Source: an optimization exercise on an open RTL-to-GDS flow (aim: small area and a short achievable clock period). Production flows keep margins and buffers that such runs may drop. RTL that was checked went through simulation tests only; none was proved equivalent to the original. No activity file was given, so power comes from the tool's default toggle rates.

## job 982
==> flow/design.v (excerpt) <==
module ArithmaticUnit(
		input wire clock_i, isWb_i, enable_i,
		input wire [4:0] wbAddress_i,
		input wire [6:0] opCode_i,
		input wire [15:0] pOperand_i, sOperand_i,
		output reg wbEnable_o,
		output reg [4:0] wbAddress_o,
		output reg [15:0] wbData_o,
		output reg [1:0] statusWriteback_o  
    );
clock: 8.0 ns
lec_check: 0
cap_margin: 20
core_margin: 2
core_utilization: 60
setup_slack_margin: 2.5
slew_margin: 20
synth_hierarchical: 1
synth_minimum_keep_size: 0
standard.sh (not shown) runs the stock make flow with config.mk's settings and CLKGATE_MAP_FILE= SYNTH_SCRIPT=/design/flow/synth_recipe.tcl, a recipe that flattens the netlist after the stock synthesis.
==> flow/flow/run.sh <==
#!/bin/bash
# Standard ORFS layout, with smaller port buffers and free cell resizing.
set -euo pipefail
bash standard.sh MATCH_CELL_FOOTPRINT=0 ABC_LOAD_IN_FF=1 "BUFFER_PORTS_ARGS=-buffer_cell sky130_fd_sc_hd__buf_2" finish > make_finish.log 2>&1
Per the final summary, job 982 finished and its layout is clean on timing, DRC and antenna.
Input changes introduced in job 4693 (baseline for comparison: job 982):
==> flow/flow/run.sh <==
#!/bin/bash
# Standard ORFS layout, with smaller port buffers and free cell resizing.
set -euo pipefail
bash standard.sh MATCH_CELL_FOOTPRINT=0 ABC_LOAD_IN_FF=1 "BUFFER_PORTS_ARGS=-buffer_cell sky130_fd_sc_hd__buf_1" finish > make_finish.log 2>&1
### Flow results
| data arrival at the endpoint of the critical path | job 4693 vs job 982 | ≈ equal |. Job 4693: total power is about 2.3% lower than what job 982 reported. Maximum frequency across job 982 and job 4693: no real change. Looking only at net switching fraction of the power, and setting everything else aside, the higher value of job 982 and job 4693 goes to job 4693. Job 4693 vs job 982 on worst setup margin: job 4693 is the lower one. Delta (job 4693 minus job 982): number of global-route vias before repair shows an increase of 1.5%; final critical-path share of the clock period shows an increase of 0.21 points. The higher final core utilization came out of job 982. For power density normalized to cell area, job 4693 and job 982 come out practically identical. Comparing the two runs side by side, job 4693 comes out ahead of job 982 on final instance area. Having completed the whole flow, job 4693 delivered a layout that passed the timing, design-rule and antenna checks.

* * *

Another version of the RTL of ArithmaticUnit (not shown whole).
Size: about 690 cells after synthesis, about 24 flip-flops, ~0.0053 sq mm of cells after synthesis.
clock: 8.0 ns
lec_check: 0
abc_clock_period_in_ps: 1000
cap_margin: 20
core_margin: 2
core_utilization: 40
setup_slack_margin: 2.5
slew_margin: 20
run.sh (not shown) runs the stock make flow with config.mk's settings and CLKGATE_MAP_FILE= SYNTH_SCRIPT=/design/flow/synth_recipe.tcl, a recipe that flattens the netlist after the stock synthesis.
Stock flow here: none of the scripts above is used.
The starting point completed with no timing, DRC or antenna violations.
Then changed:
ABC_CLOCK_PERIOD_IN_PS = unset   (was 1000)
CORE_UTILIZATION = 60   (was 40)
=> The new run passed the timing, design-rule and antenna checks. Global-route usage came out higher by 11 points. Final cell count came out lower by 6.2%. Combinational power barely changes. Worst hold slack improved by 9.4 ps. Setup slack got worse by 69 ps. Routed wire length came out lower by 1.6%. Count of clock-buffer cells in the layout is unchanged.
Then changed:
CORE_UTILIZATION = 40   (was 60)
SETUP_SLACK_MARGIN = unset   (was 2.5)
=>
- first-iteration DRC count decreases by 27%
- power decreases by 15%
- cell area decreases by 9.4%
- count of clock-buffer cells in the layout stays the same
- die area increases by 48%
Function was not checked in any run of this note: the RTL went through the layout flow alone.

* * *

== job 8300 ==
ArithmaticUnit, a different RTL version from the one above (not shown whole).
Size: ~71 I/O pins, roughly 4400 sq um of cells after synthesis.
==> flow/config.mk <==
export PLATFORM = sky130hd
export DESIGN_NAME = ArithmaticUnit
export DESIGN_NICKNAME = ArithmaticUnit
export VERILOG_FILES = /design/flow/design.v
export SDC_FILE = /design/flow/constraint.sdc
export NUM_CORES = 4
export LEC_CHECK = 0
export CAP_MARGIN = 20
export CORE_MARGIN = 2
export CORE_UTILIZATION = 70
export SETUP_SLACK_MARGIN = 2.5
export SLEW_MARGIN = 20
export SYNTH_HIERARCHICAL = 1
export SYNTH_MINIMUM_KEEP_SIZE = 0
==> flow/constraint.sdc <==
create_clock -name core_clock -period 8.0 [get_ports {clock_i}]
set_input_delay 1.6000 -clock core_clock [delete_from_list [all_inputs] [get_ports {clock_i}]]
set_output_delay 1.6000 -clock core_clock [all_outputs]
set_load 0.01 [all_outputs]
standard.sh (not shown) runs the stock make flow with config.mk's settings and CLKGATE_MAP_FILE= SYNTH_SCRIPT=/design/flow/synth_recipe.tcl, a recipe that flattens the netlist after the stock synthesis.
==> flow/flow/run.sh <==
#!/bin/bash
# Standard ORFS layout, with smaller port buffers and free cell resizing.
set -euo pipefail
bash standard.sh MATCH_CELL_FOOTPRINT=0 ABC_LOAD_IN_FF=1 "BUFFER_PORTS_ARGS=-buffer_cell sky130_fd_sc_hd__buf_1" finish > make_finish.log 2>&1
Edits applied to the flow inputs when going from job 8300 to job 4686:
Settings: putting GPL_TIMING_DRIVEN at 0 where nothing was set; swapping 70 for 50 in CORE_UTILIZATION.
Notes after the runs:
Job 8300 -> job 4686: via count decreased by a few percent. Compared with job 8300, job 4686 shows internal portion of total power lower by about 2.2%. Summary of the comparison: non-clock buffer count is lower in job 4686, relative to job 8300. Antenna diode count delta (job 8300 -> job 4686): insignificant. Compare job 8300 and job 4686 | total wire length higher: job 8300. Job 4686 ended with less leakage dissipation than job 8300. The relative area change from synthesis to final layout in job 4686 sits 0.54 points below the value recorded for job 8300. Clock share of power in job 4686 is 0.5 points above job 8300. The die footprint in job 4686 sits 38% above the value recorded for job 8300.
## Diff of input files: job 4248 against job 4686
Settings: GPL_TIMING_DRIVEN no longer set, was 0; SETUP_SLACK_MARGIN now 2.7, was 2.5; CORE_UTILIZATION now 60, was 50.
### Flow results
Job 4248 completed end to end with timing, DRC and antenna clean.
Diff job 4686 -> job 4248: met1 layer usage reported by global route climbed 6.0 points, maximum fanout count along the critical path shows a reduction of 6.
In terms of final worst hold slack, job 4248 and job 4686 differ only marginally.
Compared with job 4686, in job 4248 total power rose 5.0%; met2 global-route usage rose 4.9 points; share of total power consumed by net switching about even; deepest clock path buffer count about even; wire length rose 0.38%.
Lower die area goes to job 4248 over job 4686.
From job 4248 to job 4686, flip-flop and latch count did not move at all.
Inputs modified between job 4248 and job 4910:
Settings: SETUP_SLACK_MARGIN changed from 2.7 to 2.5; CORE_UTILIZATION changed from 60 to 50.
## What came out
- Relative to job 4248, the data arrival time of the critical path of job 4910 is higher by 0.14 ns.
- Taking job 4248 as the reference, in job 4910 worst hold slack went up; sequential group share of total power went up; switching share of total power went down; sum of internal, switching and leakage power went down; actual transition at the worst max-transition pin went up.
- Summary of the comparison: power density normalized to cell area is lower in job 4910, relative to job 4248.
- Re number of stages on the worst setup path: job 4910 is 1 down on job 4248.
- Cmp job 4248 and job 4910 / number of tap cells inserted / lower: job 4248
- In job 4910 relative to job 4248, via count had gone down by a few percent.
- Placement row count ended up 9.7% higher on job 4910 than on job 4248.
--- input diff job 4910..job 1807 ---
Settings: changing CORE_UTILIZATION from 50 to 60.
==> run summary <==
Of job 4910 and job 1807, job 1807 shows the higher proportion of power drawn by combinational gates, with job 4910 below it.
Taking job 4910 as the reference, in job 1807 placement-stage worst setup slack shows an increase of 0.049 ns; non-clock buffer count rose by 3; first-pass GRT wire length climbed 97 microns.
On mean area per synthesized cell, job 4910 and job 1807 are basically level.

-- port drivers added, routing unchanged --
The results above use ideal ports. As a check the final layouts listed here were re-extracted and re-timed, cells and wires unchanged.
Step 1, drivers: a clkbuf_16 drives clock_i and a buf_2 each remaining input, both assumed.
Step 2 also shifts input and output timing later by t, the mid clock arrival at the registers, as if the neighbouring blocks saw the same clock.
Three values: ideal ports, drivers, drivers and shift; two values: the first two.
| run | t, ns | setup slack, ns | slew at the worst register clock pin (ns) | worst slew at a driven data input, ns | cell pins on the clock port's net |
|---|---|---|---|---|---|
| job 982 | 0.299 | 2.317 / 2.311 / 2.011 | 0.10 / 0.10 | 0.05 | 1 |
| job 4693 | 0.301 | 2.301 / 2.301 / 2.000 | 0.09 / 0.09 | 0.05 | 1 |
| the first run of note 2 | 0.283 | 2.489 / 2.476 / 2.192 | 0.06 / 0.06 | 0.06 | 1 |
| the second run of note 2 | 0.286 | 2.420 / 2.384 / 2.097 | 0.08 / 0.08 | 0.11 | 1 |
| the third run of note 2 | 0.282 | 1.042 / 1.040 / 0.758 | 0.06 / 0.06 | 0.04 | 1 |
| job 8300 | 0.301 | 2.591 / 2.600 / 2.299 | 0.10 / 0.10 | 0.05 | 1 |
| job 4686 | 0.299 | 2.695 / 2.704 / 2.405 | 0.10 / 0.10 | 0.04 | 1 |
| job 4248 | 0.297 | 2.908 / 2.915 / 2.618 | 0.10 / 0.10 | 0.04 | 1 |
| job 4910 | 0.300 | 2.779 / 2.789 / 2.488 | 0.10 / 0.10 | 0.03 | 1 |
| job 1807 | 0.295 | 2.787 / 2.797 / 2.502 | 0.10 / 0.10 | 0.04 | 1 |
After both steps every run listed still meets setup and hold. For the second run of note 2, which loses most, drivers alone change the setup slack by -0.036 ns; drivers and shift together by -0.323 ns.
